This is an optimization exercise on Yosys and OpenROAD, whose aim is small area and a short achievable clock period, not a production implementation.
Function was checked by simulation only, so behaviour that the tests miss may differ from the original.
Power and IR drop assume default switching activity.

== run X ==
## top_module
module top_module(clk,data_in,data_rdy,cipher_out);
input clk,data_in;
input [1:0] data_rdy;
output cipher_out;
wire load = data_rdy[0] ^ data_rdy[1];    
wire key_bit;
wire key_tail;
reg [5:0] bit_cnt;
reg       par;
reg [4:0] lfsr;     
always @(posedge clk)
begin
	if (load) begin
		bit_cnt <= 6'd0;
		par     <= 1'b0;
		lfsr    <= 5'b11111;
	end else begin
		bit_cnt <= bit_cnt + 6'd1;
		if (&bit_cnt) begin
			par  <= ~par;
			lfsr <= {lfsr[4] ^ lfsr[2] ^ lfsr[1] ^ lfsr[0], lfsr[4:1]};
		end
	end
end
wire z_value = lfsr[0] ^ par;
simon_datapath_shiftreg datapath(.clk(clk), .load(load), .load_in(key_tail), .key_in(key_bit),
                                 .bit_cnt(bit_cnt), .cipher_out(cipher_out));
simon_key_expansion_shiftreg key_exp(.clk(clk), .load(load), .data_in(data_in), .bit_cnt(bit_cnt),
                                     .z_value(z_value), .key_out(key_bit), .tail_out(key_tail));
endmodule
==> module simon_datapath_shiftreg, before the edit <==
module simon_datapath_shiftreg(clk,load,load_in,key_in,bit_cnt,cipher_out);
input clk,load,load_in,key_in;
input [5:0] bit_cnt;
output cipher_out;
reg [127:0] d;
wire rol1 = (bit_cnt == 6'd0)   ? d[0] : d[64];
wire rol2 = (bit_cnt[5:1] == 0) ? d[1] : d[65];
wire rol8 = (bit_cnt[5:3] == 0) ? d[7] : d[71];
wire new_bit = d[127] ^ (rol1 & rol8) ^ rol2 ^ key_in;
always @(posedge clk)
	d <= {d[126:0], load ? load_in : new_bit};
assign cipher_out = d[0];
endmodule
==> module simon_key_expansion_shiftreg, before the edit <==
module simon_key_expansion_shiftreg(clk,load,data_in,bit_cnt,z_value,key_out,tail_out);
input clk,load,data_in,z_value;
input [5:0] bit_cnt;
output key_out,tail_out;
reg [127:0] q;
wire ror3 = (bit_cnt > 6'd60) ? q[124] : q[60];
wire ror4 = (bit_cnt > 6'd59) ? q[123] : q[59];
wire cst  = (bit_cnt[5:1] != 0) ^ ((bit_cnt == 6'd0) & z_value);
wire new_bit = q[127] ^ ror3 ^ ror4 ^ cst;
always @(posedge clk)
	q <= {q[126:0], load ? data_in : new_bit};
assign key_out  = q[127];
assign tail_out = q[127];
endmodule
==> module top_module, before the edit <==
module top_module(clk,data_in,data_rdy,cipher_out);
input clk,data_in;
input [1:0] data_rdy;
output cipher_out;
wire load = data_rdy[0] ^ data_rdy[1];    
wire key_bit;
wire key_tail;
reg [5:0] bit_cnt;
reg       par;
reg [4:0] lfsr;     
always @(posedge clk)
begin
	if (load) begin
		bit_cnt <= 6'd0;
		par     <= 1'b0;
		lfsr    <= 5'b11111;
	end else begin
		bit_cnt <= bit_cnt + 6'd1;
		if (&bit_cnt) begin
			par  <= ~par;
			lfsr <= {lfsr[4] ^ lfsr[2] ^ lfsr[1] ^ lfsr[0], lfsr[4:1]};
		end
	end
end
wire z_value = lfsr[0] ^ par;
simon_datapath_shiftreg datapath(.clk(clk), .load(load), .load_in(key_tail), .key_in(key_bit),
                                 .bit_cnt(bit_cnt), .cipher_out(cipher_out));
simon_key_expansion_shiftreg key_exp(.clk(clk), .load(load), .data_in(data_in), .bit_cnt(bit_cnt),
                                     .z_value(z_value), .key_out(key_bit), .tail_out(key_tail));
endmodule
clock: 3.3 ns
lec_check: 0
cap_margin: 20
core_margin: 2
core_utilization: 60
setup_slack_margin: 2.0
slew_margin: 20
run.sh (not shown) runs the stock make flow with config.mk's settings and CLKGATE_MAP_FILE= SYNTH_SCRIPT=/design/flow/synth_recipe.tcl, a recipe that flattens the netlist after the stock synthesis.
What run E does differently from run X at the input level:
==> flow/design.v <==
module simon_datapath_shiftreg(clk,load,load_in,key_in,j_0,j_lt2,j_lt8,cipher_out);
input clk,load,load_in,key_in;
input j_0,j_lt2,j_lt8;
output cipher_out;
reg [127:0] d;
wire rol1 = j_0   ? d[0] : d[64];
wire rol2 = j_lt2 ? d[1] : d[65];
wire rol8 = j_lt8 ? d[7] : d[71];
wire new_bit = d[127] ^ (rol1 & rol8) ^ rol2 ^ key_in;
always @(posedge clk)
	d <= {d[126:0], load ? load_in : new_bit};
assign cipher_out = d[0];
endmodule
module simon_key_expansion_shiftreg(clk,load,data_in,j_gt59,j_gt60,cst,key_out,tail_out);
input clk,load,data_in;
input j_gt59,j_gt60,cst;
output key_out,tail_out;
reg [127:0] q;
wire ror3 = j_gt60 ? q[124] : q[60];
wire ror4 = j_gt59 ? q[123] : q[59];
wire new_bit = q[127] ^ ror3 ^ ror4 ^ cst;
always @(posedge clk)
	q <= {q[126:0], load ? data_in : new_bit};
assign key_out  = q[127];
assign tail_out = q[127];
endmodule
module top_module(clk,data_in,data_rdy,cipher_out);
input clk,data_in;
input [1:0] data_rdy;
output cipher_out;
wire load = data_rdy[0] ^ data_rdy[1];    
wire key_bit;
wire key_tail;
reg [5:0] bit_cnt;
reg       par;
reg [4:0] lfsr;     
reg j_0, j_lt2, j_lt8, j_gt59, j_gt60;
reg cst;
wire last = &bit_cnt;
always @(posedge clk)
begin
	if (load) begin
		bit_cnt <= 6'd0;
		par     <= 1'b0;
		lfsr    <= 5'b11111;
	end else begin
		bit_cnt <= bit_cnt + 6'd1;
		if (last) begin
			par  <= ~par;
			lfsr <= {lfsr[4] ^ lfsr[2] ^ lfsr[1] ^ lfsr[0], lfsr[4:1]};
		end
	end
end
always @(posedge clk)
begin
	j_0    <= load | last;
	j_lt2  <= load | last | j_0;
	j_lt8  <= load | last | (bit_cnt[5:3] == 3'd0 && bit_cnt[2:0] != 3'd7);
	j_gt59 <= ~load & (bit_cnt == 6'd59 || (bit_cnt[5:2] == 4'hF && !last));
	j_gt60 <= ~load & (bit_cnt[5:2] == 4'hF && !last);
	cst    <= load | (last ? lfsr[1] ^ ~par : bit_cnt != 6'd0);
end
simon_datapath_shiftreg datapath(.clk(clk), .load(load), .load_in(key_tail), .key_in(key_bit),
                                 .j_0(j_0), .j_lt2(j_lt2), .j_lt8(j_lt8), .cipher_out(cipher_out));
simon_key_expansion_shiftreg key_exp(.clk(clk), .load(load), .data_in(data_in),
                                     .j_gt59(j_gt59), .j_gt60(j_gt60), .cst(cst),
                                     .key_out(key_bit), .tail_out(key_tail));
endmodule
Findings:
[compare] base=run X new=run E: final instance area +110 µm²; worst IR drop on VDD rose by about 22%; sequential-cell power consumption moved down; area share of and/or/nand/nor cells after synthesis decreased 0.67 points. Taking run X as the reference, in run E static leakage held, maximum clock frequency went up 10%. Run E against run X: total power now smaller; total area of multi-input combinational cells now smaller; number of buffers and inverters on the critical path now larger. Compare run E and run X | synthesized-area fraction occupied by ao, oa, aoi and oai cells lower: run E. Diff run X -> run E: area overhead of the layout relative to synthesis saw an increase, final worst setup slack saw an increase, routing usage on met2 saw a decrease, fraction of layout instances using a drive strength above 1 saw little to no change.

[what the ideal ports hide]
In the flow no input, the clock included, has a driving cell. The finished layouts below were timed again as built, in two steps. Step 1, drivers: a clkbuf_16 drives clk and a buf_2 each remaining input, both assumed. Step 2 adds t to the input delays and takes it off the output delays; t is the mean of the earliest and latest rising clock arrival at the registers after step 1. Input paths then give back, and output paths get back, about the clock's delay inside the block. Slacks: ideal / step 1 / step 2; pairs: ideal / step 1.
| run | t (ns) | setup slack, ns | latest minus earliest clock arrival (ns) | worst slew at a driven data input, ns |
|---|---|---|---|---|
| run X | 0.585 | 1.481 / 1.481 / 1.185 | 0.015 / 0.015 | 0.03 |
| run E | 0.585 | 1.648 / 1.617 / 1.546 | 0.019 / 0.018 | 0.03 |
After both steps setup and hold are still met in every run listed. The setup slack of run X, which loses most, moves by 0.000 ns with the drivers and by -0.296 ns with both steps.
